Background: an optimization exercise with open tools, aiming at small area. Do not read the settings as production practice.
RTL that was checked went through simulation tests only; none was proved equivalent to the original.
For runs 1 to 3, only the layout was checked, not whether the RTL still works.
Power is estimated from default activity; no workload was simulated. The flow treats the clock pin as an ideal source, which a real chip does not have.

`design/flow/design.v`:
```
`timescale 1ns / 1ps
module Comparator #(parameter WORD_WIDTH = 16)
						 (input [WORD_WIDTH-1: 0] miss,
						  input rd, nrd, q,
						  output d);
	localparam NG = (WORD_WIDTH + 3) / 4;
	wire [4*NG-1: 0] m = {{(4*NG-WORD_WIDTH){1'b0}}, miss};
	wire [NG-1: 0] none;
	genvar g;
	generate
		for (g = 0; g < NG; g = g + 1) begin : grp
			NoMiss nm (.miss(m[4*g +: 4]), .none(none[g]));
		end
	endgenerate
	ResultHold hold (.none(none), .rd(rd), .nrd(nrd), .q(q), .d(d));
endmodule
module NoMiss (input [3: 0] miss, output none);
	assign none = ~|miss;
endmodule
module ResultHold #(parameter N = 4) (input [N-1: 0] none, input rd, nrd, q, output d);
	assign d = (rd & &none) | (nrd & q);
endmodule
`timescale 1ns / 1ps
module TCAM #(parameter WORD_WIDTH = 16, parameter MEMORY_SIZE = 32)
				 (input [WORD_WIDTH-1: 0] A, K,
				  input [$clog2(MEMORY_SIZE)-1: 0] write_addr,
				  input read, write, reset, clk,
				  output [MEMORY_SIZE-1: 0] matched);
	wire wr = write & ~read;
	wire [WORD_WIDTH-1: 0] nk1 = ~(K & A);
	wire [WORD_WIDTH-1: 0] nk0 = ~(K & ~A);
	wire [WORD_WIDTH-1: 0] wx = nk0 & {WORD_WIDTH{reset}};
	wire [WORD_WIDTH-1: 0] wy = nk1 | {WORD_WIDTH{~reset}};
	wire rd = reset & read;
	genvar i, b;
	generate
		for (i = 0; i < MEMORY_SIZE; i = i + 1) begin : entry
			reg [WORD_WIDTH-1: 0] nx, ny;
			wire [WORD_WIDTH-1: 0] nx_d, ny_d, miss;
			wire ld = ~reset | (wr & (write_addr == i));
			wire kp = ~ld;
			for (b = 0; b < WORD_WIDTH; b = b + 1) begin : col
				BitCell bitcell (.ld(ld), .kp(kp), .wx(wx[b]), .wy(wy[b]),
				                 .qx(nx[b]), .qy(ny[b]), .nk1(nk1[b]), .nk0(nk0[b]),
				                 .nx(nx_d[b]), .ny(ny_d[b]), .miss(miss[b]));
			end
			always @(posedge clk) begin
				nx <= nx_d;
				ny <= ny_d;
			end
			Comparator #(.WORD_WIDTH(WORD_WIDTH)) comparator (.miss(miss), .rd(rd), .nrd(~rd),
			                                                  .q(matched[i]), .d(match_d[i]));
		end
	endgenerate
	wire [MEMORY_SIZE-1: 0] match_d;
	reg [MEMORY_SIZE-1: 0] match_q;
	assign matched = match_q;
	always @(posedge clk)
		match_q <= match_d;
endmodule
module BitCell (input ld, kp, wx, wy, qx, qy, nk1, nk0,
                output nx, ny, miss);
	assign nx = (ld & wx) | (kp & qx);
	assign ny = (ld & wy) | (kp & qy);
	assign miss = ~((qx | nk1) & (qy | nk0));
endmodule
```
`design/flow/flow/run.sh`:
```
#!/bin/bash
# The standard ORFS layout with a few changes:
#  - after the standard synthesis, combinational cells are reset to drive
#    strength 1 (flow/downsize.py); the placer's repair sizes up what needs it
#  - port buffers are buf_1 cells
#  - CTS clusters sinks into larger groups and inserts no dummy loads
# Each step's output goes to a log of its own here; ORFS keeps its own logs
# under orfs/logs.
set -euo pipefail
R=orfs/results/$FLOW_PLATFORM/TCAM/base
LIB=$FLOW_HOME/platforms/$FLOW_PLATFORM/lib/sky130_fd_sc_hd__tt_025C_1v80.lib

bash standard.sh synth > synth.log 2>&1
python3 flow/downsize.py "$LIB" "$R/1_2_yosys.v" > downsize.log 2>&1
rm -f "$R/1_synth.odb" "$R/1_synth.sdc"
bash standard.sh \
  BUFFER_PORTS_ARGS="-buffer_cell sky130_fd_sc_hd__buf_1" \
  CTS_ARGS="-sink_clustering_enable -repair_clock_nets -sink_clustering_size 30 -sink_clustering_max_diameter 80 -dont_use_dummy_load" \
  finish > standard.log 2>&1
```
`design/flow/flow/downsize.py`:
```
#!/usr/bin/env python3
"""Replace each combinational cell of a mapped netlist by the drive-strength-1
variant of the same cell, where the library has one. Flip-flops are left
alone. The placer's repair steps size cells up again where slew, load or
timing need it.

usage: downsize.py LIBERTY NETLIST  (the netlist is rewritten in place)
"""
import re
import sys

lib, path = sys.argv[1], sys.argv[2]
cells = set(re.findall(r'cell\s*\(\s*"?(\w+)"?\s*\)', open(lib).read()))
keep = re.compile(r'sky130_fd_sc_hd__(s?e?df|dl|clk|conb|tap|fill|decap|diode)')
count = {}


def sub(m):
    name, base = m.group(0), m.group(1)
    if keep.match(name):
        return name
    small = base + '_1'
    if small == name or small not in cells:
        return name
    count[name] = count.get(name, 0) + 1
    return small


text = open(path).read()
text = re.sub(r'\b(sky130_fd_sc_hd__\w+?)_\d+\b(?=\s)', sub, text)
open(path, 'w').write(text)
for k in sorted(count):
    print(f'{k}: {count[k]} replaced')
```
`design/flow/standard.sh`:
```
#!/bin/bash
# synth_recipe.tcl (not shown) runs the flow's synth.tcl, then flattens the netlist and writes it again
# the make line also repeats each setting of config.mk as NAME=value (left out here)
make -C /OpenROAD-flow-scripts/flow DESIGN_CONFIG=/design/flow/config.mk WORK_HOME=/design/flow/orfs CLKGATE_MAP_FILE= SYNTH_SCRIPT=/design/flow/synth_recipe.tcl "${@:-finish}"
```
`design/flow/config.mk`:
```
export PLATFORM = sky130hd
export DESIGN_NAME = TCAM
export DESIGN_NICKNAME = TCAM
export VERILOG_FILES = /design/flow/design.v
export SDC_FILE = /design/flow/constraint.sdc
export NUM_CORES = 4
export LEC_CHECK = 0
export CAP_MARGIN = 20
export CORE_MARGIN = 2
export CORE_UTILIZATION = 55
export SLEW_MARGIN = 20
export SYNTH_HIERARCHICAL = 1
export SYNTH_MINIMUM_KEEP_SIZE = 0
```
`design/flow/constraint.sdc`:
```
create_clock -name core_clock -period 5.0 [get_ports {clk}]
set_input_delay 1.0000 -clock core_clock [delete_from_list [all_inputs] [get_ports {clk}]]
set_output_delay 1.0000 -clock core_clock [all_outputs]
set_load 0.01 [all_outputs]
```
==> flow_metrics.py, run 1 <==
metrics = {
    "status": {
        "outcome": "complete, no violations",
    },
    "logic_synthesis": {
        "ys_warn_count": 7,
        "avgSynthCellArea_sq_um": 12.1,
        "syn_area_sq_um": 35700,
        "syn-instance-count": 2956,
        "synth_nets": 2997,
    },
    "critical_path": {
        "crit_required_ns": 5.50,
        "crit_family": "buffers and inverters",
        "cp-start-kind": "primary input",
        "crit_buf_inv": 4,
        "path_max_fanout": 33,
        "cp-end-kind": "register",
        "cp_cell_sequence": "clkbuf_4 -> nand2_2 -> buf_4 -> inv_1 -> buf_4 -> and3_1 -> a32o_1",
        "cp_common_cell": "buf_4",
        "cpPeakStageDelay_ns": 0.63,
        "startpoint": "reset",
        "cp_slowest_cell": "buf_4",
        "crit_arrival_ns": 3.62,
        "r2r-start": "entry[22].nx[1]$_DFF_P_",
        "crit_type": "primary input to register",
    },
    "cells_and_area": {
        "syn2layout_area_growth_pct": 11.2,
        "nets": 3205,
        "design_area_sq_um": 39700,
        "final_common_cell": "dfxtp_1",
        "drive_above_1_share_pct": 8.92,
        "mostFrequentLayoutCells": "1056 x dfxtp_1, 1024 x a22o_1, 512 x o22ai_1, 128 x nor4_1, 106 x buf_4",
    },
    "clocking": {
        "clk_pin_slew_worst_paths_ns": 0.09,
        "cts_root_buf": "clkbuf_16",
        "cts_buffers": 43,
        "holdBufCountCts": 0,
        "h-tree-depth": 2,
        "clkSinkCount": 1056,
        "post-cts-setup-buffers": 0,
        "clock_path_buffers": 3,
        "cts_tree": "built",
        "insertion_delay_ns": 0.63,
        "post_cts_resized": 0,
    },
    "sta": {
        "fmax_mhz": 321,
        "setup_viol": 0,
        "setup_tns_ns": 0,
        "max_slew.worst_pin.slew_ns": 1.22,
        "skew_ns": 0.0309,
        "maxSlewViolCount": 0,
        "hold_viol_final": 0,
        "maxSlewHeadroom_pct": 18.4,
        "rsz0062_at_grt": "no",
        "fin_crit_ns": 3.12,
        "fin_crit_sh_pct": 62.4,
    },
    "die": {
        "rows": 93,
        "initial_utilization_pct": 55.5,
        "dieArea_sq_um": 66900,
        "die_w_um": 259,
        "fp.coreArea_sq_um": 64300,
        "dieHeight_um": 259,
        "pin_count": 73,
    },
    "power": {
        "power_per_cell_area_nw_per_um2": 405,
        "internal-power_w": 0.0117,
        "seqPwrFrac_pct": 60.2,
        "power_leakage_nw": 15.5,
        "power_switching_w": 0.00436,
        "clkPwrFrac_pct": 25.7,
        "pwr-share-comb_pct": 14.2,
        "ir_drop_mv": 0.294,
        "p_sw_share_pct": 27.1,
    },
    "place": {
        "placed_area_sq_um": 38400,
        "port_buffers": 72,
        "place_congestion": 0.848,
        "dp_hpwl_um": 71300,
    },
    "routing": {
        "num_vias": 31200,
        "first_pass_iters": 5,
        "viasPerCell": 7.76,
        "wl_per_cell_um": 33.4,
        "postRouteAntennaNets": 0,
        "route.detailed.drc": 0,
        "first_iter_violations": 4615,
        "routed_wl_um": 134000,
    },
    "worst_hold_path": {
        "hp-class": "register to register",
        "hp-start": "entry[22].ny[15]$_DFF_P_",
    },
    "grt": {
        "grt_pass1_vias": 28500,
        "grtUsageMet3_pct": 11.1,
        "antenna_found_initial": 1,
        "grt_max_degree": 63,
        "grt_pass1_wl_um": 192000,
        "met2_usage_pct": 53.2,
        "busiest_layer": "met1",
        "groute.usage.overall_pct": 38.3,
        "grtUsageMet1_pct": 56.0,
        "gr-total-overflow": 0,
    },
    "flow_run": {
        "maxCapViolations": 0,
    },
}
## worst paths after layout
kind	depth (start not counted)	to	slack, ns
max	7	match_q[22]$_DFF_P_	1.88
min	1	entry[22].ny[15]$_DFF_P_	0.48
max reg2reg	4	match_q[22]$_DFF_P_	3.57
min reg2reg	1	entry[22].ny[15]$_DFF_P_	0.48
## power by group through the flow
stage | logic, W | clock network (W) | registers [W]
after floorplan | 0.00141 | 0 | 0.00972
after global placement | 0.00211 | 0 | 0.00980
after detailed placement | 0.00217 | 0 | 0.00983
after CTS | 0.00218 | 0.00414 | 0.00965
after global routing | 0.00237 | 0.00440 | 0.00975
final | 0.00228 | 0.00412 | 0.00967
## metrics by stage
stage                     std cells  hold slack (ns)  worst slack, ns  util (%)  power (W)
after floorplan                2956            0.441             1.04         -     0.0111
after global placement         3959            0.453             1.38      59.6     0.0119
after detailed placement       3959            0.454             1.26      59.7     0.0120
after CTS                      4002            0.480             1.90      61.3     0.0160
after global routing           4017            0.489             1.95      61.7     0.0165
final                          4018            0.478             1.88      61.7     0.0161
## per-layer routing
layer	vias up	wire, um
met3	356	18700
met1	15600	55600
li1	13000	-
met2	2273	54100
met5	-	0
met4	0	5750
## state kept, by name, summed over array words and instances, names as in the netlist
name,flops
entry.nx,512
entry.ny,512
match_q,32
## worst register-to-register path, delay by kind of cell (launching register included)
family / cells / cell delay (ns)
flops: 1 / 0.35
simple gates: 2 / 0.77
compound gates: 2 / 0.24
## cell type report
type,count,area [sq um]
inverters,1,3.75
fillers,5138,24600
flip-flops and latches,1056,21100
multi-input cells,1867,15100
well taps,855,1070
diodes,1,2.50
repair buffers,195,1320
clock buffers,43,1080
==> run 2: changes to the inputs <==
--- a/design/flow/config.mk
+++ b/design/flow/config.mk
@@ -6,8 +6,8 @@
 export NUM_CORES = 4
 export LEC_CHECK = 0
-export CAP_MARGIN = 20
+export CAP_MARGIN = 5
 export CORE_MARGIN = 2
 export CORE_UTILIZATION = 55
-export SLEW_MARGIN = 20
+export SLEW_MARGIN = 5
 export SYNTH_HIERARCHICAL = 1
 export SYNTH_MINIMUM_KEEP_SIZE = 0
==> flow_metrics.py, run 2 <==
metrics = {
    "clocking": {
        "cts_root_buf": "clkbuf_16",
        "post-cts-setup-buffers": 0,
        "cts_tree": "built",
        "clkSinkCount": 1056,
        "clk_pin_slew_worst_paths_ns": 0.09,
        "clock_path_buffers": 3,
        "post_cts_resized": 0,
        "holdBufCountCts": 0,
        "cts_buffers": 43,
        "h-tree-depth": 2,
        "insertion_delay_ns": 0.62,
    },
    "place": {
        "dp_cells": 3959,
        "place_ws_ns": 1.25,
        "place_congestion": 0.848,
        "dp_hpwl_um": 71100,
        "port_buffers": 72,
    },
    "die": {
        "dieArea_sq_um": 66900,
        "die_w_um": 259,
        "fp.coreArea_sq_um": 64300,
        "pin_count": 73,
        "dieHeight_um": 259,
        "initial_utilization_pct": 55.5,
        "rows": 93,
    },
    "sta": {
        "max_slew.worst_pin.slew_ns": 1.39,
        "maxSlewHeadroom_pct": 6.80,
        "setup_slack_ns": 1.81,
        "fin_crit_ns": 3.19,
        "fin_hold_ws_ns": 0.477,
        "fmax_mhz": 313,
        "setup_tns_ns": 0,
        "hold_viol_final": 0,
        "fin_crit_sh_pct": 63.9,
        "rsz0062_at_grt": "no",
        "setup_viol": 0,
        "maxSlewViolCount": 0,
        "skew_ns": 0.0309,
    },
    "critical_path": {
        "r2r_end": "match_q[19]$_DFF_P_",
        "r2r_setup_slack_ns": 3.51,
        "cp-start-kind": "primary input",
        "reg2reg_depth": 4,
        "path_max_fanout": 32,
        "crit_arrival_ns": 3.76,
        "cp-end-kind": "register",
        "r2r-start": "entry[19].nx[1]$_DFF_P_",
        "crit_required_ns": 5.56,
        "crit_type": "primary input to register",
    },
    "grt": {
        "antenna_found_initial": 0,
        "grt_pass1_vias": 28500,
        "grt_pass1_wl_um": 192000,
        "grtUsageMet3_pct": 10.9,
        "grt_max_degree": 63,
        "gr-total-overflow": 0,
        "groute.usage.overall_pct": 38.3,
        "met2_usage_pct": 52.6,
        "grtUsageMet1_pct": 56.6,
        "busiest_layer": "met1",
    },
    "routing": {
        "routed_wl_um": 134000,
        "route.detailed.drc": 0,
        "postRouteAntennaNets": 0,
        "viasPerCell": 7.76,
        "first_iter_violations": 4253,
        "first_pass_iters": 5,
        "wl_per_cell_um": 33.4,
        "num_vias": 31000,
    },
    "cells_and_area": {
        "top_regs": "entry.nx (512), entry.ny (512), match_q (32)",
        "syn2layout_area_growth_pct": 10.6,
        "multi_input_area_sq_um": 15100,
        "mostFrequentLayoutCells": "1056 x dfxtp_1, 1024 x a22o_1, 512 x o22ai_1, 128 x nor4_1, 106 x buf_4",
        "fillers": 5148,
        "final_common_cell": "dfxtp_1",
        "nets": 3190,
        "drive_above_1_share_pct": 7.94,
        "register_area_sq_um": 21100,
        "stdcell_count": 4003,
    },
    "power": {
        "power_leakage_nw": 15.4,
        "power_per_cell_area_nw_per_um2": 407,
        "ir_drop_mv": 0.279,
        "finalPower_w": 0.0160,
    },
    "logic_synthesis": {
        "synth_nets": 2997,
        "ys_warn_count": 7,
        "avgSynthCellArea_sq_um": 12.1,
        "syn_area_sq_um": 35700,
        "syn-instance-count": 2956,
    },
    "worst_hold_path": {
        "worstHoldEndpoint": "entry[26].ny[13]$_DFF_P_",
        "hp-start": "entry[26].ny[13]$_DFF_P_",
        "whs_path_depth": 1,
        "hp-class": "register to register",
    },
    "status": {
        "outcome": "complete, no violations",
    },
    "flow_run": {
        "maxCapViolations": 0,
    },
}
[run 2: critical path: stages]
cell and delay [ns]:
buf_1 0.11, or3b_2 0.85, buf_4 0.35, o31ai_4 1.08
a22o_1 0.31
[run 2: area by class of cell]
class | count | share of cell area [%]
sequential | 1056 | 53.6
clock buffer | 43 | 2.73
multi-input combinational | 1867 | 38.2
inverter | 1 | 0.00951
timing repair buffer | 180 | 2.81
antenna | 1 | 0.00634
tap | 855 | 2.71
[run 2: per-layer routing]
metal	routed length [um]	part of all wire, %	vias up
li1	-	-	13000
met3	19300	14	376
met5	0	0	-
met4	6060	4.5	0
met2	53000	40	2188
met1	55500	41	15500
[run 2: worst max-delay path by stage]
stage	start	to	slack [ns]	cells after the start
final	read	entry[0].ny[5]$_DFF_P_	1.81	5
after global routing	read	entry[0].ny[5]$_DFF_P_	1.70	5
after CTS	read	entry[0].ny[5]$_DFF_P_	1.88	5
after detailed placement	read	entry[0].ny[5]$_DFF_P_	1.25	5
after global placement	read	entry[0].ny[6]$_DFF_P_	1.38	5
after floorplan	read	entry[18].ny[0]$_DFF_P_	1.04	5
[run 2: per-stage QoR]
stage                     instance area, sq um  utilization [%]
after floorplan                          35700                -
after global placement                   38400             59.6
after detailed placement                 38400             59.6
after CTS                                39500             61.3
after global routing                     39500             61.3
final                                    39500             61.3
[run 2: power by group]
group | leakage (nW) | switching (W) | internal, W | total, W
sequential | 8.86 | 0.000447 | 0.00922 | 0.00967
clock | 0.530 | 0.00255 | 0.00156 | 0.00411
combinational | 6.01 | 0.00134 | 0.000924 | 0.00227
==> run 3: changes to the inputs <==
==> design/flow/design.v (replaced) <==
`timescale 1ns / 1ps
module Comparator #(parameter WORD_WIDTH = 16)
						 (input [WORD_WIDTH-1: 0] mx, my, ka1, ka0,
						  output equal);
	localparam NP = 2 * WORD_WIDTH;
	localparam N3 = NP / 3;
	localparam NR = NP - 3 * N3;
	wire [NP-1: 0] f = {my, mx};
	wire [NP-1: 0] k = {ka0, ka1};
	wire [N3: 0] hit;
	genvar g;
	generate
		for (g = 0; g < N3; g = g + 1) begin : grp
			NoHit #(.N(3)) nh (.f(f[3*g +: 3]), .k(k[3*g +: 3]), .y(hit[g]));
		end
		if (NR > 0) begin : rest
			NoHit #(.N(NR)) nh (.f(f[NP-1: 3*N3]), .k(k[NP-1: 3*N3]), .y(hit[N3]));
		end else begin : none
			assign hit[N3] = 1'b1;
		end
	endgenerate
	assign equal = &hit;
endmodule
module NoHit #(parameter N = 3) (input [N-1: 0] f, k, output y);
	assign y = ~|(f & k);
endmodule
`timescale 1ns / 1ps
module TCAM #(parameter WORD_WIDTH = 16, parameter MEMORY_SIZE = 32)
				 (input [WORD_WIDTH-1: 0] A, K,
				  input [$clog2(MEMORY_SIZE)-1: 0] write_addr,
				  input read, write, reset, clk,
				  output reg [MEMORY_SIZE-1: 0] matched);
	wire wr = write & ~read;
	wire [WORD_WIDTH-1: 0] dx = K & ~A;
	wire [WORD_WIDTH-1: 0] dy = K & A;
	wire [WORD_WIDTH-1: 0] ka1 = K & A;
	wire [WORD_WIDTH-1: 0] ka0 = K & ~A;
	wire [MEMORY_SIZE-1: 0] equal;
	genvar i, b;
	generate
		for (i = 0; i < MEMORY_SIZE; i = i + 1) begin : entry
			reg [WORD_WIDTH-1: 0] mx, my;
			wire [WORD_WIDTH-1: 0] mx_d, my_d;
			wire sel  = wr & (write_addr == i);
			wire ldx = sel | ~reset;
			wire kpx = ~sel | ~reset;
			wire ldy = sel & reset;
			wire kpy = ~sel & reset;
			for (b = 0; b < WORD_WIDTH; b = b + 1) begin : col
				FlagHold hold (.ldx(ldx), .kpx(kpx), .ldy(ldy), .kpy(kpy),
				               .dx(dx[b]), .dy(dy[b]), .qx(mx[b]), .qy(my[b]),
				               .nx(mx_d[b]), .ny(my_d[b]));
			end
			always @(posedge clk) begin
				mx <= mx_d;
				my <= my_d;
			end
			Comparator #(.WORD_WIDTH(WORD_WIDTH)) comparator (.mx(mx), .my(my), .ka1(ka1), .ka0(ka0), .equal(equal[i]));
		end
	endgenerate
	always @(posedge clk) begin
		if (reset && read) matched <= equal;
	end
endmodule
module FlagHold (input ldx, kpx, ldy, kpy, dx, dy, qx, qy,
                 output nx, ny);
	assign nx = (ldx | qx) & (kpx | dx);
	assign ny = (ldy & dy) | (kpy & qy);
endmodule
--- a/design/flow/config.mk
+++ b/design/flow/config.mk
@@ -6,8 +6,8 @@
 export NUM_CORES = 4
 export LEC_CHECK = 0
-export CAP_MARGIN = 5
+export CAP_MARGIN = 20
 export CORE_MARGIN = 2
 export CORE_UTILIZATION = 55
-export SLEW_MARGIN = 5
+export SLEW_MARGIN = 20
 export SYNTH_HIERARCHICAL = 1
 export SYNTH_MINIMUM_KEEP_SIZE = 0
==> flow_metrics.py, run 3 <==
metrics = {
    "cells_and_area": {
        "final_common_cell": "dfxtp_1",
        "drive_above_1_share_pct": 6.63,
        "nets": 3001,
        "mostFrequentLayoutCells": "1024 x dfxtp_1, 512 x o22a_1, 512 x a22o_1, 320 x a222oi_1, 74 x buf_4",
        "design_area_sq_um": 39300,
        "syn2layout_area_growth_pct": 9.52,
        "top_regs": "entry.mx (512), entry.my (512), matched (32)",
    },
    "grt": {
        "grt_pass1_wl_um": 183000,
        "met2_usage_pct": 57.3,
        "grtUsageMet3_pct": 6.70,
        "grt_pass1_vias": 28500,
        "grt_max_degree": 65,
        "grtUsageMet1_pct": 48.3,
        "gr-total-overflow": 0,
        "busiest_layer": "met2",
        "groute.usage.overall_pct": 35.9,
        "antenna_found_initial": 0,
    },
    "die": {
        "rows": 93,
        "dieArea_sq_um": 67300,
        "initial_utilization_pct": 55.7,
        "pin_count": 73,
        "die_w_um": 260,
        "dieHeight_um": 260,
        "fp.coreArea_sq_um": 64500,
    },
    "critical_path": {
        "cp_cell_sequence": "buf_1 -> buf_4 -> nor4bb_1 -> nand2_1 -> o22a_1",
        "cp-end-kind": "register",
        "path_max_fanout": 16,
        "crit_required_ns": 5.51,
        "crit_type": "primary input to register",
        "r2r_setup_slack_ns": 3.30,
        "crit_arrival_ns": 3.78,
        "cp-start-kind": "primary input",
        "reg2reg_depth": 3,
        "r2r_end": "matched[16]$_DFFE_PP_",
        "r2r-start": "entry[16].mx[0]$_DFF_P_",
        "cpPeakStageDelay_ns": 0.84,
        "cp_slowest_cell": "nor4bb_1",
    },
    "power": {
        "power_leakage_nw": 13.3,
        "power_per_cell_area_nw_per_um2": 350,
        "ir_drop_mv": 0.311,
    },
    "logic_synthesis": {
        "avgSynthCellArea_sq_um": 12.9,
        "dominantRegCellSynth": "dfxtp_1",
        "ys_ff_latch": 1056,
        "ys_warn_count": 7,
        "syn-instance-count": 2788,
        "yosys_area_sq_um": 36200,
        "synth_area_leaders": "dfxtp_1 57%, a22o_1 12%, o22a_1 12%, a222oi_1 8.8%, edfxtp_1 2.7%",
        "syn_area_sq_um": 35900,
        "async_flop_share_pct": 0,
        "yosysMostFrequentCell": "dfxtp_1",
        "seq_area_frac_synth_pct": 59.2,
        "synth_edf_count": 32,
        "synth_top_cell_by_area": "dfxtp_1",
        "ys_top_cells_by_count": "1024 x dfxtp_1, 512 x a22o_1, 512 x o22a_1",
        "synth_nets": 2829,
        "synth.distinct_cells": 33,
        "synth_top_area_share_pct": 56.6,
    },
    "routing": {
        "viasPerCell": 7.79,
        "postRouteAntennaNets": 0,
        "routed_wl_um": 126000,
        "num_vias": 29700,
        "first_pass_iters": 7,
        "first_iter_violations": 4530,
        "route.detailed.drc": 0,
        "wl_per_cell_um": 33.0,
    },
    "sta": {
        "fin_crit_sh_pct": 65.4,
        "maxSlewHeadroom_pct": 18.5,
        "hold_viol_final": 0,
        "setup_tns_ns": 0,
        "fin_crit_ns": 3.27,
        "fmax_mhz": 306,
        "maxSlewViolCount": 0,
        "rsz0062_at_grt": "no",
        "skew_ns": 0.0329,
        "setup_viol": 0,
        "max_slew.worst_pin.slew_ns": 1.22,
    },
    "place": {
        "dp_hpwl_um": 65300,
        "place_congestion": 0.802,
        "port_buffers": 72,
        "placed_area_sq_um": 38100,
    },
    "clocking": {
        "clk_pin_slew_worst_paths_ns": 0.10,
        "insertion_delay_ns": 0.64,
        "cts_buffers": 44,
        "post_cts_resized": 0,
        "clock_path_buffers": 3,
        "cts_root_buf": "clkbuf_16",
        "clkSinkCount": 1056,
        "holdBufCountCts": 0,
        "post-cts-setup-buffers": 0,
        "cts_tree": "built",
        "h-tree-depth": 2,
    },
    "flow_run": {
        "maxCapViolations": 0,
    },
    "worst_hold_path": {
        "whs_path_depth": 1,
        "hp-start": "entry[26].my[5]$_DFF_P_",
        "hp-class": "register to register",
        "worstHoldEndpoint": "entry[26].my[5]$_DFF_P_",
    },
    "status": {
        "outcome": "complete, no violations",
    },
}
run 3: kinds of logic after synthesis:
kind of cell           count (synthesis)  share of synthesized area [%]
AO/OA/AOI/OAI                       1440                           35.8
flip-flops                          1056                           59.2
AND/OR/NAND/NOR                      258                           4.60
buffers and inverters                 34                          0.414
run 3: metal layers:
layer,wire (um),vias to the layer above
met5,0,-
met2,57600,1798
li1,-,12500
met1,50100,15100
met4,4610,0
met3,13500,302
run 3: how the worst max path moves through the flow:
stage / start / slack [ns] / end / cells past startpoint
2_1_floorplan: A[11] / 1.07 / matched[0]$_DFFE_PP_ / 4
3_3_place_gp: write / 1.43 / entry[11].mx[13]$_DFF_P_ / 5
3_5_place_dp: write / 1.34 / entry[8].mx[3]$_DFF_P_ / 5
4_1_cts: write / 2.00 / entry[8].mx[15]$_DFF_P_ / 5
5_1_grt: write_addr[0] / 1.79 / entry[3].my[14]$_DFF_P_ / 5
6_report: write_addr[0] / 1.73 / entry[19].mx[12]$_DFF_P_ / 5
run 3: power by group:
part | internal [W] | switching [W] | total (W)
registers | 0.00849 | 0.0000220 | 0.00851
logic | 0.000260 | 0.000844 | 0.00110
clock network | 0.00159 | 0.00255 | 0.00414
run 3: per-stage QoR:
| step | util [%] | instances | hold WS, ns | setup WS, ns | power [W] |
|---|---|---|---|---|---|
| final | 61.0 | 3814 | 0.479 | 1.73 | 0.0138 |
| after global routing | 61.0 | 3813 | 0.493 | 1.79 | 0.0141 |
| after CTS | 60.8 | 3812 | 0.481 | 2.00 | 0.0137 |
| after detailed placement | 59.1 | 3768 | 0.453 | 1.34 | 0.00976 |
| after global placement | 59.1 | 3768 | 0.451 | 1.43 | 0.00974 |
| after floorplan | - | 2788 | 0.439 | 1.07 | 0.00921 |
run 3: final cells by class:
cell class / instances / area, sq um
Multi-Input combinational cell: 1698 / 14600
Timing Repair Buffer: 160 / 1110
Tap cell: 855 / 1070
Fill cell: 5193 / 25100
Sequential cell: 1056 / 21500
Clock buffer: 44 / 1100
Antenna cell: 1 / 2.50
run 3: worst max-delay path: cells and delay by family:
| family | cells | cell delay (ns) |
|---|---|---|
| buffers and inverters | 2 | 0.97 |
| AOI/OAI and AO/OA | 1 | 0.34 |
| and+or+nand+nor | 2 | 1.45 |
run 3: per-module statistics from Yosys (local to each module, per instance), a selection:
module | flip-flops and latches | cell area [sq um]
TCAM | 1056 | 22800
FlagHold | 0 | 17.5
==> run 4: changes to the inputs <==
--- a/design/flow/design.v
+++ b/design/flow/design.v
@@ -2,11 +2,15 @@
 module Comparator #(parameter WORD_WIDTH = 16)
 						 (input [WORD_WIDTH-1: 0] mx, my, ka1, ka0,
-						  output equal);
+						  input rd, nrd, q,
+						  output d);
 	localparam NP = 2 * WORD_WIDTH;
 	localparam N3 = NP / 3;
 	localparam NR = NP - 3 * N3;
+	localparam NH = N3 + (NR > 0);
+	localparam NA = (NH + 3) / 4;
 	wire [NP-1: 0] f = {my, mx};
 	wire [NP-1: 0] k = {ka0, ka1};
-	wire [N3: 0] hit;
+	wire [4*NA-1: 0] hit;
+	wire [NA-1: 0] any;
 	genvar g;
 	generate
@@ -16,12 +20,26 @@
 		if (NR > 0) begin : rest
 			NoHit #(.N(NR)) nh (.f(f[NP-1: 3*N3]), .k(k[NP-1: 3*N3]), .y(hit[N3]));
-		end else begin : none
-			assign hit[N3] = 1'b1;
+		end
+		if (4*NA > NH) begin : pad
+			assign hit[4*NA-1: NH] = {(4*NA-NH){1'b1}};
+		end
+		for (g = 0; g < NA; g = g + 1) begin : tree
+			if (g < NA - 1 || NH % 4 == 0) begin : full
+				AnyHit #(.N(4)) ah (.nohit(hit[4*g +: 4]), .any(any[g]));
+			end else begin : part
+				AnyHit #(.N(NH % 4)) ah (.nohit(hit[4*g +: (NH % 4)]), .any(any[g]));
+			end
 		end
 	endgenerate
-	assign equal = &hit;
+	ResultHold #(.N(NA)) hold (.any(any), .rd(rd), .nrd(nrd), .q(q), .d(d));
 endmodule
 module NoHit #(parameter N = 3) (input [N-1: 0] f, k, output y);
 	assign y = ~|(f & k);
+endmodule
+module AnyHit #(parameter N = 4) (input [N-1: 0] nohit, output any);
+	assign any = ~&nohit;
+endmodule
+module ResultHold #(parameter N = 3) (input [N-1: 0] any, input rd, nrd, q, output d);
+	assign d = (rd & ~|any) | (nrd & q);
 endmodule
 `timescale 1ns / 1ps
@@ -30,5 +48,5 @@
 				  input [$clog2(MEMORY_SIZE)-1: 0] write_addr,
 				  input read, write, reset, clk,
-				  output reg [MEMORY_SIZE-1: 0] matched);
+				  output [MEMORY_SIZE-1: 0] matched);
 	wire wr = write & ~read;
 	wire [WORD_WIDTH-1: 0] dx = K & ~A;
@@ -36,5 +54,8 @@
 	wire [WORD_WIDTH-1: 0] ka1 = K & A;
 	wire [WORD_WIDTH-1: 0] ka0 = K & ~A;
-	wire [MEMORY_SIZE-1: 0] equal;
+	wire rd = reset & read;
+	wire [MEMORY_SIZE-1: 0] match_d;
+	reg [MEMORY_SIZE-1: 0] match_q;
+	assign matched = match_q;
 	genvar i, b;
 	generate
@@ -56,10 +77,10 @@
 				my <= my_d;
 			end
-			Comparator #(.WORD_WIDTH(WORD_WIDTH)) comparator (.mx(mx), .my(my), .ka1(ka1), .ka0(ka0), .equal(equal[i]));
+			Comparator #(.WORD_WIDTH(WORD_WIDTH)) comparator (.mx(mx), .my(my), .ka1(ka1), .ka0(ka0),
+			                                                  .rd(rd), .nrd(~rd), .q(matched[i]), .d(match_d[i]));
 		end
 	endgenerate
-	always @(posedge clk) begin
-		if (reset && read) matched <= equal;
-	end
+	always @(posedge clk)
+		match_q <= match_d;
 endmodule
 module FlagHold (input ldx, kpx, ldy, kpy, dx, dy, qx, qy,
--- a/design/flow/config.mk
+++ b/design/flow/config.mk
@@ -6,8 +6,8 @@
 export NUM_CORES = 4
 export LEC_CHECK = 0
-export CAP_MARGIN = 20
+export CAP_MARGIN = 0
 export CORE_MARGIN = 2
 export CORE_UTILIZATION = 55
-export SLEW_MARGIN = 20
+export SLEW_MARGIN = 0
 export SYNTH_HIERARCHICAL = 1
 export SYNTH_MINIMUM_KEEP_SIZE = 0
==> flow_metrics.py, run 4 <==
metrics = {
    "cells_and_area": {
        "syn2layout_area_growth_pct": 8.79,
        "nets": 3042,
        "final_util_pct": 60.6,
        "design_area_sq_um": 39100,
        "drive_above_1_share_pct": 4.80,
        "stdcell_count": 3855,
        "mostFrequentLayoutCells": "1056 x dfxtp_1, 512 x o22a_1, 512 x a22o_1, 320 x a222oi_1, 71 x buf_1",
        "top_regs": "entry.mx (512), entry.my (512), match_q (32)",
        "final_common_cell": "dfxtp_1",
    },
    "sta": {
        "fin_crit_ns": 3.42,
        "setup_tns_ns": 0,
        "setup_viol": 0,
        "skew_ns": 0.0317,
        "fmax_mhz": 293,
        "max_slew.worst_pin.slew_ns": 1.19,
        "maxSlewViolCount": 0,
        "maxSlewHeadroom_pct": 20.4,
        "fin_hold_ws_ns": 0.465,
        "fin_crit_sh_pct": 68.3,
        "rsz0062_at_grt": "no",
        "hold_viol_final": 0,
    },
    "die": {
        "dieHeight_um": 260,
        "rows": 93,
        "pin_count": 73,
        "initial_utilization_pct": 55.7,
        "fp.coreArea_sq_um": 64600,
        "dieArea_sq_um": 67400,
        "die_w_um": 260,
    },
    "power": {
        "internal-power_w": 0.0103,
        "seqPwrFrac_pct": 61.8,
        "p_sw_share_pct": 24.8,
        "ir_drop_mv": 0.252,
        "power_per_cell_area_nw_per_um2": 350,
        "clkPwrFrac_pct": 30.4,
        "pwr-share-comb_pct": 7.8,
        "power_switching_w": 0.00340,
        "power_leakage_nw": 13.4,
    },
    "logic_synthesis": {
        "ys_warn_count": 7,
        "syn_area_sq_um": 35900,
        "synth_nets": 2894,
        "avgSynthCellArea_sq_um": 12.6,
        "syn-instance-count": 2853,
    },
    "status": {
        "outcome": "complete, no violations",
    },
    "routing": {
        "route.detailed.drc": 0,
        "postRouteAntennaNets": 0,
        "viasPerCell": 7.80,
        "num_vias": 30100,
        "wl_per_cell_um": 33.4,
        "first_iter_violations": 4829,
        "first_pass_iters": 10,
        "routed_wl_um": 129000,
    },
    "critical_path": {
        "r2r_end": "match_q[5]$_DFF_P_",
        "crit_required_ns": 5.58,
        "crit_type": "primary input to register",
        "crit_arrival_ns": 3.99,
        "cp-start-kind": "primary input",
        "cp-end-kind": "register",
        "reg2reg_depth": 3,
        "path_max_fanout": 27,
        "r2r-start": "entry[5].mx[0]$_DFF_P_",
        "r2r_setup_slack_ns": 3.50,
    },
    "place": {
        "place_congestion": 0.779,
        "port_buffers": 72,
        "placed_area_sq_um": 38000,
        "dp_cells": 3809,
        "dp_hpwl_um": 64400,
    },
    "worst_hold_path": {
        "whs_path_depth": 2,
        "hp-start": "match_q[10]$_DFF_P_",
        "worstHoldEndpoint": "match_q[10]$_DFF_P_",
        "hp-class": "register to register",
    },
    "clocking": {
        "clkSinkCount": 1056,
        "cts_buffers": 45,
        "cts_root_buf": "clkbuf_16",
        "holdBufCountCts": 0,
        "insertion_delay_ns": 0.63,
        "post-cts-setup-buffers": 0,
        "post_cts_resized": 0,
        "h-tree-depth": 2,
        "cts_tree": "built",
        "clk_pin_slew_worst_paths_ns": 0.12,
        "clock_path_buffers": 3,
    },
    "grt": {
        "gr-total-overflow": 0,
        "grt_pass1_wl_um": 188000,
        "grt_max_degree": 65,
        "groute.usage.overall_pct": 36.8,
        "antenna_found_initial": 4,
        "grt_pass1_vias": 29000,
    },
    "flow_run": {
        "maxCapViolations": 0,
    },
}
-- run 4: critical path, cell delays in order --
cell and delay, ns:
buf_1 0.72, nand4b_1 0.85, o21ai_1 1.16, o22a_1 0.25
-- run 4: metal layers --
layer | wire length (um) | global-route usage (%)
met1 | 49700 | 48.1
met3 | 12800 | 5.33
met5 | 35 | 0
met4 | 5920 | 16.4
met2 | 60100 | 60.6
-- run 4: area by class of cell --
cell class,count,area (sq um)
flip-flops and latches,1056,21100
well taps,855,1070
repair buffers,135,920
fillers,5180,25500
diodes,1,2.50
clock buffers,45,1130
inverters,33,124
multi-input cells,1730,14700
-- run 4: how the worst max path moves through the flow --
stage	from	to	slack, ns	cells after the start
2_1_floorplan	A[5]	match_q[0]$_DFF_P_	1.18	4
3_3_place_gp	write_addr[3]	entry[11].mx[7]$_DFF_P_	1.30	4
3_5_place_dp	write_addr[3]	entry[11].mx[9]$_DFF_P_	1.11	4
4_1_cts	write_addr[0]	entry[5].mx[14]$_DFF_P_	1.79	4
5_1_grt	write_addr[0]	entry[5].mx[11]$_DFF_P_	1.43	4
6_report	write_addr[3]	entry[11].mx[9]$_DFF_P_	1.58	4
-- run 4: power groups by stage --
stage / registers, W / logic [W] / clock network (W)
6_report: 0.00847 / 0.00107 / 0.00417
3_5_place_dp: 0.00866 / 0.00103 / 0
3_3_place_gp: 0.00866 / 0.00102 / 0
4_1_cts: 0.00847 / 0.00103 / 0.00422
2_1_floorplan: 0.00866 / 0.000503 / 0
5_1_grt: 0.00847 / 0.00108 / 0.00449
-- run 4: stage by stage --
step / total power [W] / setup WS (ns)
5_1_grt: 0.0140 / 1.43
6_report: 0.0137 / 1.58
2_1_floorplan: 0.00916 / 1.18
3_3_place_gp: 0.00968 / 1.30
3_5_place_dp: 0.00969 / 1.11
4_1_cts: 0.0137 / 1.79
==> run 5: changes to the inputs <==
--- a/design/flow/config.mk
+++ b/design/flow/config.mk
@@ -8,5 +8,5 @@
 export CAP_MARGIN = 0
 export CORE_MARGIN = 2
-export CORE_UTILIZATION = 55
+export CORE_UTILIZATION = 65
 export SLEW_MARGIN = 0
 export SYNTH_HIERARCHICAL = 1
==> flow_metrics.py, run 5 <==
metrics = {
    "die": {
        "rows": 86,
        "fp.coreArea_sq_um": 54900,
        "initial_utilization_pct": 65.5,
        "die_w_um": 239,
        "dieArea_sq_um": 57200,
        "dieHeight_um": 239,
        "pin_count": 73,
    },
    "routing": {
        "wl_per_cell_um": 33.0,
        "wl_met1_um": 46200,
        "postRouteAntennaNets": 0,
        "route.detailed.drc": 0,
        "first_pass_iters": 8,
        "viasPerCell": 8.20,
        "wl_met3_um": 15400,
        "wl_met2_um": 55200,
        "first_iter_violations": 5342,
        "routed_wl_um": 123000,
        "top_layer_used": "met4",
        "num_vias": 30500,
    },
    "critical_path": {
        "crit_family": "compound AO/OA/AOI/OAI gates",
        "cp-end-kind": "register",
        "cp-start-kind": "primary input",
        "cp_cell_sequence": "buf_1 -> nand4bb_1 -> o21ai_1 -> o22a_1",
        "path_max_fanout": 27,
        "cpPeakStageDelay_ns": 1.18,
        "crit_buf_inv": 1,
        "crit_required_ns": 5.58,
        "cp_slowest_cell": "o21ai_1",
        "crit_arrival_ns": 4.05,
        "crit_type": "primary input to register",
    },
    "clocking": {
        "cts_tree": "built",
        "clk_pin_slew_worst_paths_ns": 0.11,
        "h-tree-depth": 2,
        "post-cts-setup-buffers": 0,
        "clkSinkCount": 1056,
        "insertion_delay_ns": 0.63,
        "clock_path_buffers": 3,
        "cts_buffers": 43,
        "post_cts_resized": 0,
        "holdBufCountCts": 0,
        "cts_root_buf": "clkbuf_16",
    },
    "cells_and_area": {
        "final_util_pct": 71.0,
        "mostFrequentLayoutCells": "1056 x dfxtp_1, 512 x o22a_1, 512 x a22o_1, 320 x a222oi_1, 71 x buf_1",
        "drive_above_1_share_pct": 5.18,
        "nets": 3054,
        "fillers": 3931,
        "register_area_sq_um": 21100,
        "final_common_cell": "dfxtp_1",
        "multi_input_area_sq_um": 14700,
        "syn2layout_area_growth_pct": 8.43,
        "top_regs": "entry.mx (512), entry.my (512), match_q (32)",
    },
    "place": {
        "place_ws_ns": 1.11,
        "dp_hpwl_um": 62600,
        "place_congestion": 0.811,
        "port_buffers": 72,
    },
    "grt": {
        "groute.usage.overall_pct": 41.5,
        "gr-total-overflow": 0,
        "grt_pass1_vias": 29000,
        "antenna_found_initial": 3,
        "grt_pass1_wl_um": 180000,
        "grt_max_degree": 65,
    },
    "logic_synthesis": {
        "syn-instance-count": 2853,
        "ys_warn_count": 7,
        "syn_area_sq_um": 35900,
        "avgSynthCellArea_sq_um": 12.6,
        "synth_nets": 2894,
    },
    "sta": {
        "maxSlewHeadroom_pct": 11.0,
        "setup_slack_ns": 1.53,
        "setup_tns_ns": 0,
        "fmax_mhz": 288,
        "max_slew.worst_pin.slew_ns": 1.33,
        "fin_crit_sh_pct": 69.4,
        "setup_viol": 0,
        "fin_crit_ns": 3.47,
        "skew_ns": 0.0352,
        "maxSlewViolCount": 0,
        "rsz0062_at_grt": "no",
        "hold_viol_final": 0,
    },
    "power": {
        "ir_drop_mv": 0.380,
        "power_leakage_nw": 13.4,
        "power_per_cell_area_nw_per_um2": 349,
    },
    "flow_run": {
        "maxCapViolations": 0,
    },
    "worst_hold_path": {
        "hp-class": "register to register",
    },
    "status": {
        "outcome": "complete, no violations",
    },
}
==> run 5: changes by cell type in the layout (fill, tap and decap cells not counted), sizes merged <==
| cell | before | now |
|---|---|---|
| buf | 134 | 148 |
| diode | 1 | 3 |
| clkbuf | 46 | 44 |
==> run 5: layout make-up <==
cell class | instances | area share [%]
antenna | 3 | 0.0193
inverter | 33 | 0.318
sequential | 1056 | 54.2
tap | 704 | 2.26
timing repair buffer | 149 | 2.63
clock buffer | 43 | 2.76
multi-input combinational | 1730 | 37.8
==> run 5: through the flow <==
| stage | hold slack, ns | instances | instance area, sq um | power [W] |
|---|---|---|---|---|
| finish | 0.467 | 3718 | 39000 | 0.0136 |
| floorplan | 0.439 | 2853 | 35900 | 0.00916 |
| global route | 0.480 | 3715 | 39000 | 0.0139 |
| detailed placement | 0.440 | 3672 | 37900 | 0.00966 |
| global placement | 0.439 | 3672 | 37900 | 0.00964 |
| CTS | 0.460 | 3715 | 39000 | 0.0135 |
==> run 5: power breakdown <==
group          internal [W]  switching (W)  total, W
Combinational      0.000239       0.000819   0.00106
Sequential          0.00845      0.0000219   0.00847
Clock               0.00156        0.00253   0.00409
==> run 5: worst paths after layout <==
kind / start / end / depth (start not counted) / slack (ns)
setup reg to reg: entry[17].mx[0]$_DFF_P_ / match_q[17]$_DFF_P_ / 3 / 3.53
hold / removal: match_q[1]$_DFF_P_ / match_q[1]$_DFF_P_ / 2 / 0.47
hold reg to reg: match_q[1]$_DFF_P_ / match_q[1]$_DFF_P_ / 2 / 0.47
setup / recovery: write_addr[0] / entry[3].mx[15]$_DFF_P_ / 4 / 1.53
==> run 5: routing by layer <==
metal | global-route usage, % | vias up
met4 | 19.7 | 0
li1 | - | 12700
met5 | 0 | -
met3 | 7.21 | 446
met2 | 64.9 | 2132
met1 | 56.2 | 15200
==> run 5: worst min-delay path, delay by kind of cell (launching register included) <==
family	cells	cell delay, ns
AOI/OAI and AO/OA	1	0.06
DFF	1	0.32
and+or+nand+nor	1	0.05
==> run 6: changes to the inputs <==
--- a/design/flow/config.mk
+++ b/design/flow/config.mk
@@ -8,5 +8,6 @@
 export CAP_MARGIN = 0
 export CORE_MARGIN = 2
-export CORE_UTILIZATION = 65
+export CORE_UTILIZATION = 60
+export PLACE_DENSITY = 0.85
 export SLEW_MARGIN = 0
 export SYNTH_HIERARCHICAL = 1
==> flow_metrics.py, run 6 <==
metrics = {
    "die": {
        "dieArea_sq_um": 61900,
        "die_w_um": 249,
        "initial_utilization_pct": 60.8,
        "pin_count": 73,
        "fp.coreArea_sq_um": 59100,
        "rows": 89,
        "dieHeight_um": 249,
    },
    "sta": {
        "setup_tns_ns": 0,
        "hold_viol_final": 0,
        "fmax_mhz": 297,
        "maxSlewHeadroom_pct": 20.2,
        "rsz0062_at_grt": "no",
        "fin_crit_sh_pct": 67.4,
        "max_slew.worst_pin.slew_ns": 1.19,
        "setup_viol": 0,
        "fin_crit_ns": 3.37,
        "fin_hold_ws_ns": 0.470,
        "maxSlewViolCount": 0,
        "skew_ns": 0.0181,
    },
    "power": {
        "power_per_cell_area_nw_per_um2": 347,
        "ir_drop_mv": 0.227,
        "power_leakage_nw": 13.4,
    },
    "cells_and_area": {
        "final_util_pct": 65.9,
        "top_regs": "entry.mx (512), entry.my (512), match_q (32)",
        "mostFrequentLayoutCells": "1056 x dfxtp_1, 512 x o22a_1, 512 x a22o_1, 320 x a222oi_1, 71 x buf_1",
        "syn2layout_area_growth_pct": 8.46,
        "stdcell_count": 3780,
        "final_common_cell": "dfxtp_1",
        "drive_above_1_share_pct": 4.99,
        "nets": 3048,
    },
    "grt": {
        "grt_pass1_vias": 30200,
        "groute.usage.overall_pct": 37.4,
        "gr-total-overflow": 0,
        "antenna_found_initial": 3,
        "grt_pass1_wl_um": 182000,
        "grt_max_degree": 65,
    },
    "critical_path": {
        "cp-end-kind": "register",
        "r2r_setup_slack_ns": 3.52,
        "cp-start-kind": "primary input",
        "crit_arrival_ns": 3.95,
        "crit_type": "primary input to register",
        "path_max_fanout": 27,
        "r2r-start": "entry[14].mx[9]$_DFF_P_",
        "crit_required_ns": 5.57,
        "r2r_end": "match_q[14]$_DFF_P_",
        "reg2reg_depth": 3,
    },
    "routing": {
        "routed_wl_um": 122000,
        "first_iter_violations": 6057,
        "postRouteAntennaNets": 0,
        "num_vias": 31000,
        "route.detailed.drc": 0,
        "wl_per_cell_um": 32.3,
        "viasPerCell": 8.19,
        "first_pass_iters": 8,
    },
    "clocking": {
        "holdBufCountCts": 0,
        "cts_root_buf": "clkbuf_16",
        "insertion_delay_ns": 0.62,
        "clock_path_buffers": 3,
        "clkSinkCount": 1056,
        "post_cts_resized": 0,
        "cts_buffers": 41,
        "post-cts-setup-buffers": 0,
        "clk_pin_slew_worst_paths_ns": 0.11,
        "h-tree-depth": 2,
        "cts_tree": "built",
    },
    "status": {
        "outcome": "complete, no violations",
    },
    "logic_synthesis": {
        "syn-instance-count": 2853,
        "synth_nets": 2894,
        "syn_area_sq_um": 35900,
        "avgSynthCellArea_sq_um": 12.6,
        "ys_warn_count": 7,
    },
    "place": {
        "dp_hpwl_um": 62400,
        "dp_cells": 3737,
        "port_buffers": 72,
        "place_congestion": 0.829,
    },
    "worst_hold_path": {
        "whs_path_depth": 2,
        "hp-start": "match_q[5]$_DFF_P_",
        "hp-class": "register to register",
        "worstHoldEndpoint": "match_q[5]$_DFF_P_",
    },
    "flow_run": {
        "maxCapViolations": 0,
    },
}
run 6: layout make-up:
cell class                      instances  area, sq um
Multi-Input combinational cell       1730        14700
Inverter                               33          124
Sequential cell                      1056        21100
Timing Repair Buffer                  145          995
Fill cell                            4189        20100
Tap cell                              773          967
Clock buffer                           41         1030
Antenna cell                            2         5.00
run 6: worst max path at each step:
stage          slack (ns)     startpoint                       end
2_1_floorplan        1.18           A[5]        match_q[0]$_DFF_P_
3_3_place_gp         1.39           read   entry[26].mx[0]$_DFF_P_
3_5_place_dp         1.21  write_addr[4]  entry[25].mx[15]$_DFF_P_
4_1_cts              1.85  write_addr[4]  entry[25].mx[15]$_DFF_P_
5_1_grt              1.51  write_addr[3]  entry[11].mx[14]$_DFF_P_
6_report             1.63  write_addr[3]   entry[28].mx[3]$_DFF_P_
run 6: critical path, stage by stage:
cell       delay [ns]
buf_1            0.82
nand4bb_1        0.72
o21ai_1          1.14
o22a_1           0.25
run 6: per-layer routing:
| metal | global-route usage, % | vias to the layer above | wire length [um] |
|---|---|---|---|
| met5 | 0 | - | 16 |
| met4 | 22.3 | 2 | 7970 |
| met3 | 8.34 | 670 | 17500 |
| met2 | 57.6 | 2516 | 53200 |
| met1 | 48.6 | 15100 | 43500 |
| li1 | - | 12700 | - |
run 6: report_power, final:
| group | internal, W | switching [W] | leakage [nW] | total, W |
|---|---|---|---|---|
| clock network | 0.00149 | 0.00251 | 0.505 | 0.00399 |
| registers | 0.00845 | 0.0000234 | 8.53 | 0.00847 |
| logic | 0.000243 | 0.000817 | 4.34 | 0.00106 |
run 6: through the flow:
stage | setup slack [ns] | total power (W) | cell area, sq um
floorplan | 1.18 | 0.00916 | 35900
global placement | 1.39 | 0.00963 | 38000
detailed placement | 1.21 | 0.00965 | 38000
CTS | 1.85 | 0.0134 | 39000
global route | 1.51 | 0.0138 | 39000
finish | 1.63 | 0.0135 | 39000
==> run 7: changes to the inputs <==
==> design/flow/config.mk (replaced) <==
export PLATFORM = sky130hd
export DESIGN_NAME = TCAM
export DESIGN_NICKNAME = TCAM
export VERILOG_FILES = /design/flow/design.v
export SDC_FILE = /design/flow/constraint.sdc
export NUM_CORES = 4
export LEC_CHECK = 0
export CAP_MARGIN = 5
export CORE_MARGIN = 2
export CORE_UTILIZATION = 65
export SLEW_MARGIN = 5
export SYNTH_HIERARCHICAL = 1
export SYNTH_MINIMUM_KEEP_SIZE = 0
==> flow_metrics.py, run 7 <==
metrics = {
    "status": {
        "outcome": "complete, no violations",
    },
    "logic_synthesis": {
        "avgSynthCellArea_sq_um": 12.6,
        "syn_area_sq_um": 35900,
        "ys_warn_count": 7,
        "synth_nets": 2894,
        "syn-instance-count": 2853,
    },
    "clocking": {
        "clock_path_buffers": 3,
        "cts_buffers": 43,
        "clkSinkCount": 1056,
        "cts_root_buf": "clkbuf_16",
        "holdBufCountCts": 0,
        "h-tree-depth": 2,
        "clk_pin_slew_worst_paths_ns": 0.11,
        "insertion_delay_ns": 0.63,
        "post-cts-setup-buffers": 0,
        "post_cts_resized": 0,
        "cts_tree": "built",
    },
    "cells_and_area": {
        "drive_above_1_share_pct": 5.18,
        "design_area_sq_um": 39000,
        "mostFrequentLayoutCells": "1056 x dfxtp_1, 512 x o22a_1, 512 x a22o_1, 320 x a222oi_1, 71 x buf_1",
        "nets": 3054,
        "final_util_pct": 71.0,
        "syn2layout_area_growth_pct": 8.43,
        "final_common_cell": "dfxtp_1",
        "fillers": 3931,
        "top_regs": "entry.mx (512), entry.my (512), match_q (32)",
    },
    "sta": {
        "fin_crit_sh_pct": 69.4,
        "skew_ns": 0.0352,
        "rsz0062_at_grt": "no",
        "fin_hold_ws_ns": 0.467,
        "maxSlewViolCount": 0,
        "fin_crit_ns": 3.47,
        "setup_viol": 0,
        "hold_viol_final": 0,
        "maxSlewHeadroom_pct": 11.0,
        "fmax_mhz": 288,
        "setup_tns_ns": 0,
        "max_slew.worst_pin.slew_ns": 1.33,
    },
    "worst_hold_path": {
        "hp-class": "register to register",
    },
    "routing": {
        "wl_per_cell_um": 33.0,
        "viasPerCell": 8.20,
        "first_pass_iters": 8,
        "first_iter_violations": 5342,
        "routed_wl_um": 123000,
        "route.detailed.drc": 0,
        "postRouteAntennaNets": 0,
        "num_vias": 30500,
    },
    "grt": {
        "grt_pass1_wl_um": 180000,
        "groute.usage.overall_pct": 41.5,
        "grt_pass1_vias": 29000,
        "antenna_found_initial": 3,
        "grt_max_degree": 65,
        "gr-total-overflow": 0,
    },
    "flow_run": {
        "maxCapViolations": 0,
    },
    "power": {
        "power_leakage_nw": 13.4,
        "power_per_cell_area_nw_per_um2": 349,
        "ir_drop_mv": 0.380,
        "finalPower_w": 0.0136,
    },
    "critical_path": {
        "crit_arrival_ns": 4.05,
        "cp-start-kind": "primary input",
        "crit_required_ns": 5.58,
        "path_max_fanout": 27,
        "cp-end-kind": "register",
        "crit_type": "primary input to register",
    },
    "die": {
        "pin_count": 73,
        "fp.coreArea_sq_um": 54900,
        "dieArea_sq_um": 57200,
        "initial_utilization_pct": 65.5,
        "rows": 86,
        "dieHeight_um": 239,
        "die_w_um": 239,
    },
    "place": {
        "port_buffers": 72,
        "dp_hpwl_um": 62600,
        "placed_area_sq_um": 37900,
        "place_congestion": 0.811,
    },
}
-- run 7: critical path, stage by stage --
cell       delay (ns)
buf_1            0.78
nand4bb_1        0.84
o21ai_1          1.18
o22a_1           0.24
-- run 7: path summary, 6_finish.rpt --
kind,startpoint,to,slack [ns],depth (start not counted)
max,write_addr[0],entry[3].mx[15]$_DFF_P_,1.53,4
min,match_q[1]$_DFF_P_,match_q[1]$_DFF_P_,0.47,2
max reg2reg,entry[17].mx[0]$_DFF_P_,match_q[17]$_DFF_P_,3.53,3
min reg2reg,match_q[1]$_DFF_P_,match_q[1]$_DFF_P_,0.47,2
-- run 7: layout make-up --
type	instances	area [sq um]	share of cell area [%]
Timing Repair Buffer	149	1020	2.63
Antenna cell	3	7.51	0.0193
Sequential cell	1056	21100	54.2
Multi-Input combinational cell	1730	14700	37.8
Tap cell	704	881	2.26
Inverter	33	124	0.318
Clock buffer	43	1080	2.76
-- run 7: power by group --
group	switching [W]	leakage (nW)	internal, W	total (W)
clock network	0.00253	0.530	0.00156	0.00409
registers	0.0000219	8.53	0.00845	0.00847
logic	0.000819	4.36	0.000239	0.00106
total	0.00337	13.4	0.0102	0.0136
-- run 7: metal layers --
layer	global-route usage [%]	vias up	share of wire, %
li1	-	12700	-
met1	56.2	15200	38
met2	64.9	2132	45
met3	7.21	446	13
met4	19.7	0	5.0
met5	0	-	0
-- run 7: metrics by stage --
step           std cells  worst slack [ns]
2_1_floorplan       2853              1.18
3_3_place_gp        3672              1.25
3_5_place_dp        3672              1.11
4_1_cts             3715              1.76
5_1_grt             3715              1.46
6_report            3718              1.53
==> run 8: changes to the inputs <==
--- a/design/flow/design.v
+++ b/design/flow/design.v
@@ -50,4 +50,15 @@
 				  output [MEMORY_SIZE-1: 0] matched);
 	wire wr = write & ~read;
+	wire [3: 0] pa;
+	wire [MEMORY_SIZE/4-1: 0] pb;
+	genvar j;
+	generate
+		for (j = 0; j < 4; j = j + 1) begin : pdec_a
+			assign pa[j] = wr & (write_addr[1: 0] == j);
+		end
+		for (j = 0; j < MEMORY_SIZE/4; j = j + 1) begin : pdec_b
+			assign pb[j] = (write_addr[$clog2(MEMORY_SIZE)-1: 2] == j);
+		end
+	endgenerate
 	wire [WORD_WIDTH-1: 0] dx = K & ~A;
 	wire [WORD_WIDTH-1: 0] dy = K & A;
@@ -63,9 +74,7 @@
 			reg [WORD_WIDTH-1: 0] mx, my;
 			wire [WORD_WIDTH-1: 0] mx_d, my_d;
-			wire sel  = wr & (write_addr == i);
-			wire ldx = sel | ~reset;
-			wire kpx = ~sel | ~reset;
-			wire ldy = sel & reset;
-			wire kpy = ~sel & reset;
+			wire ldx, kpx, ldy, kpy;
+			RowCtl row (.pa(pa[i % 4]), .pb(pb[i / 4]), .reset(reset), .nrst(~reset),
+			            .ldx(ldx), .kpx(kpx), .ldy(ldy), .kpy(kpy));
 			for (b = 0; b < WORD_WIDTH; b = b + 1) begin : col
 				FlagHold hold (.ldx(ldx), .kpx(kpx), .ldy(ldy), .kpy(kpy),
@@ -84,4 +93,11 @@
 		match_q <= match_d;
 endmodule
+module RowCtl (input pa, pb, reset, nrst, output ldx, kpx, ldy, kpy);
+	wire sel = pa & pb;
+	assign ldx = sel | nrst;
+	assign kpx = ~(sel & reset);
+	assign ldy = sel & reset;
+	assign kpy = ~(sel | nrst);
+endmodule
 module FlagHold (input ldx, kpx, ldy, kpy, dx, dy, qx, qy,
                  output nx, ny);
--- a/design/flow/config.mk
+++ b/design/flow/config.mk
@@ -6,8 +6,9 @@
 export NUM_CORES = 4
 export LEC_CHECK = 0
-export CAP_MARGIN = 5
+export CAP_MARGIN = 0
 export CORE_MARGIN = 2
-export CORE_UTILIZATION = 65
-export SLEW_MARGIN = 5
+export CORE_UTILIZATION = 60
+export PLACE_DENSITY = 0.85
+export SLEW_MARGIN = 0
 export SYNTH_HIERARCHICAL = 1
 export SYNTH_MINIMUM_KEEP_SIZE = 0
==> flow_metrics.py, run 8 <==
metrics = {
    "place": {
        "place_congestion": 0.803,
        "dp_cells": 3706,
        "port_buffers": 72,
        "dp_hpwl_um": 60600,
    },
    "critical_path": {
        "cp-start-kind": "primary input",
        "crit_family": "simple AND/OR/NAND/NOR gates",
        "cp_cell_sequence": "buf_1 -> nor3b_2 -> nand3_1 -> o22a_1",
        "cp-end-kind": "register",
        "path_max_fanout": 16,
        "crit_type": "primary input to register",
        "crit_arrival_ns": 3.79,
        "cpPeakStageDelay_ns": 1.23,
        "cp_slowest_cell": "nor3b_2",
        "crit_required_ns": 5.51,
        "crit_buf_inv": 1,
    },
    "die": {
        "rows": 89,
        "dieHeight_um": 248,
        "pin_count": 73,
        "die_w_um": 248,
        "initial_utilization_pct": 60.6,
        "fp.coreArea_sq_um": 58900,
        "dieArea_sq_um": 61500,
    },
    "routing": {
        "wl_per_cell_um": 31.7,
        "num_vias": 30600,
        "routed_wl_um": 119000,
        "first_iter_violations": 6167,
        "postRouteAntennaNets": 0,
        "viasPerCell": 8.17,
        "first_pass_iters": 8,
        "route.detailed.drc": 0,
    },
    "cells_and_area": {
        "syn2layout_area_growth_pct": 8.65,
        "final_common_cell": "dfxtp_1",
        "mostFrequentLayoutCells": "1056 x dfxtp_1, 512 x o22a_1, 512 x a22o_1, 320 x a222oi_1, 71 x buf_1",
        "drive_above_1_share_pct": 4.88,
        "n_antenna_cell": 0,
        "stdcell_count": 3747,
        "nets": 3017,
        "top_regs": "entry.mx (512), entry.my (512), match_q (32)",
    },
    "clocking": {
        "clk_pin_slew_worst_paths_ns": 0.11,
        "post_cts_resized": 0,
        "insertion_delay_ns": 0.62,
        "post-cts-setup-buffers": 0,
        "h-tree-depth": 2,
        "clkSinkCount": 1056,
        "holdBufCountCts": 0,
        "clock_path_buffers": 3,
        "cts_root_buf": "clkbuf_16",
        "cts_buffers": 41,
        "cts_tree": "built",
    },
    "sta": {
        "max_slew.worst_pin.slew_ns": 1.52,
        "rsz0062_at_grt": "no",
        "maxSlewHeadroom_pct": -1.94,
        "setup_tns_ns": 0,
        "maxSlewViolCount": 17,
        "fin_crit_ns": 3.28,
        "hold_viol_final": 0,
        "fin_crit_sh_pct": 65.6,
        "setup_viol": 0,
        "fmax_mhz": 305,
        "skew_ns": 0.0215,
    },
    "power": {
        "ir_drop_mv": 0.362,
        "power_leakage_nw": 13.7,
        "power_per_cell_area_nw_per_um2": 348,
    },
    "logic_synthesis": {
        "syn-instance-count": 2799,
        "syn_area_sq_um": 35700,
        "synth_nets": 2840,
        "avgSynthCellArea_sq_um": 12.8,
        "ys_warn_count": 7,
    },
    "status": {
        "so_faults": "max-capacitance violations, max-slew violations",
        "outcome": "finished with violations",
    },
    "grt": {
        "gr-total-overflow": 0,
        "grt_pass1_vias": 29700,
        "groute.usage.overall_pct": 37.3,
        "grt_max_degree": 65,
        "antenna_found_initial": 1,
        "grt_pass1_wl_um": 177000,
    },
    "worst_hold_path": {
        "hp-class": "register to register",
    },
    "flow_run": {
        "maxCapViolations": 1,
    },
}
==> run 8: where the power goes <==
| part | total [W] | internal, W | switching, W |
|---|---|---|---|
| Combinational | 0.00104 | 0.000236 | 0.000803 |
| Clock | 0.00399 | 0.00149 | 0.00250 |
| Sequential | 0.00847 | 0.00845 | 0.0000235 |
| Total | 0.0135 | 0.0102 | 0.00333 |
==> run 8: path summary, 6_finish.rpt <==
kind	startpoint	slack [ns]	end	cells past startpoint
max	write_addr[4]	1.72	entry[18].mx[3]$_DFF_P_	4
min	match_q[29]$_DFF_P_	0.47	match_q[29]$_DFF_P_	2
max reg2reg	entry[5].mx[15]$_DFF_P_	3.54	match_q[5]$_DFF_P_	3
min reg2reg	match_q[29]$_DFF_P_	0.47	match_q[29]$_DFF_P_	2
==> run 8: per-stage QoR <==
stage / instance area (sq um) / power (W) / setup slack, ns / util, % / hold WS [ns]
finish: 38800 / 0.0135 / 1.72 / 65.9 / 0.472
global route: 38800 / 0.0138 / 1.77 / 65.9 / 0.480
CTS: 38800 / 0.0134 / 1.95 / 65.9 / 0.471
detailed placement: 37800 / 0.00963 / 1.28 / 64.1 / 0.445
global placement: 37800 / 0.00961 / 1.58 / 64.1 / 0.446
floorplan: 35700 / 0.00914 / 0.311 / - / 0.439
==> run 8: final cells by class <==
| cell class | instances | area [sq um] |
|---|---|---|
| sequential | 1056 | 21100 |
| fill | 4244 | 20100 |
| multi-input combinational | 1710 | 14600 |
| clock buffer | 41 | 1030 |
| tap | 773 | 967 |
| timing repair buffer | 134 | 912 |
| inverter | 33 | 125 |
==> run 8: worst register-to-register path: cells and delay by family, from the launching register on <==
kind	cells	cell delay, ns
compound gates	2	0.86
flops	1	0.33
simple gates	1	0.16
==> run 8: metal layers <==
metal	wire length (um)	vias up	GRT usage (%)
li1	-	12600	-
met1	43800	15000	50.3
met2	52000	2465	57.4
met3	16900	537	7.42
met4	6120	0	18.2
met5	0	-	0

re-timing with driven ports:
No port has a modelled driver above. Below, the same layouts with a new extraction and two added sets of constraints. Step 1 (the two cells are an assumption about what drives the block):
set clk [get_ports {clk}]
set_driving_cell -lib_cell sky130_fd_sc_hd__clkbuf_16 $clk
set_driving_cell -lib_cell sky130_fd_sc_hd__buf_2 [delete_from_list [all_inputs] $clk]
Step 2 times the ports against the registers' clock, not the clock port: input delays grow and output delays shrink by t, the midpoint of the rising clock arrivals with the driver on. Three values: ideal ports, drivers, drivers and shift; two values: the first two.
run | shift t [ns] | slack for setup (ns) | worst slew at a driven data input, ns | cell pins on the clock port's net
run 1 | 0.689 | 1.880 / 1.925 / 1.237 | 0.10 | 1
run 2 | 0.682 | 1.806 / 1.849 / 1.166 | 0.11 | 1
run 3 | 0.686 | 1.729 / 1.726 / 1.040 | 0.06 | 1
run 4 | 0.681 | 1.584 / 1.535 / 0.854 | 0.11 | 1
run 5 | 0.680 | 1.531 / 1.480 / 0.800 | 0.11 | 1
run 6 | 0.681 | 1.628 / 1.567 / 0.886 | 0.12 | 1
run 7 | 0.680 | 1.531 / 1.480 / 0.800 | 0.11 | 1
run 8 | 0.676 | 1.720 / 1.758 / 1.082 | 0.04 | 1
For run 6, which loses most, drivers alone change the setup slack by -0.061 ns; drivers and shift together by -0.742 ns.
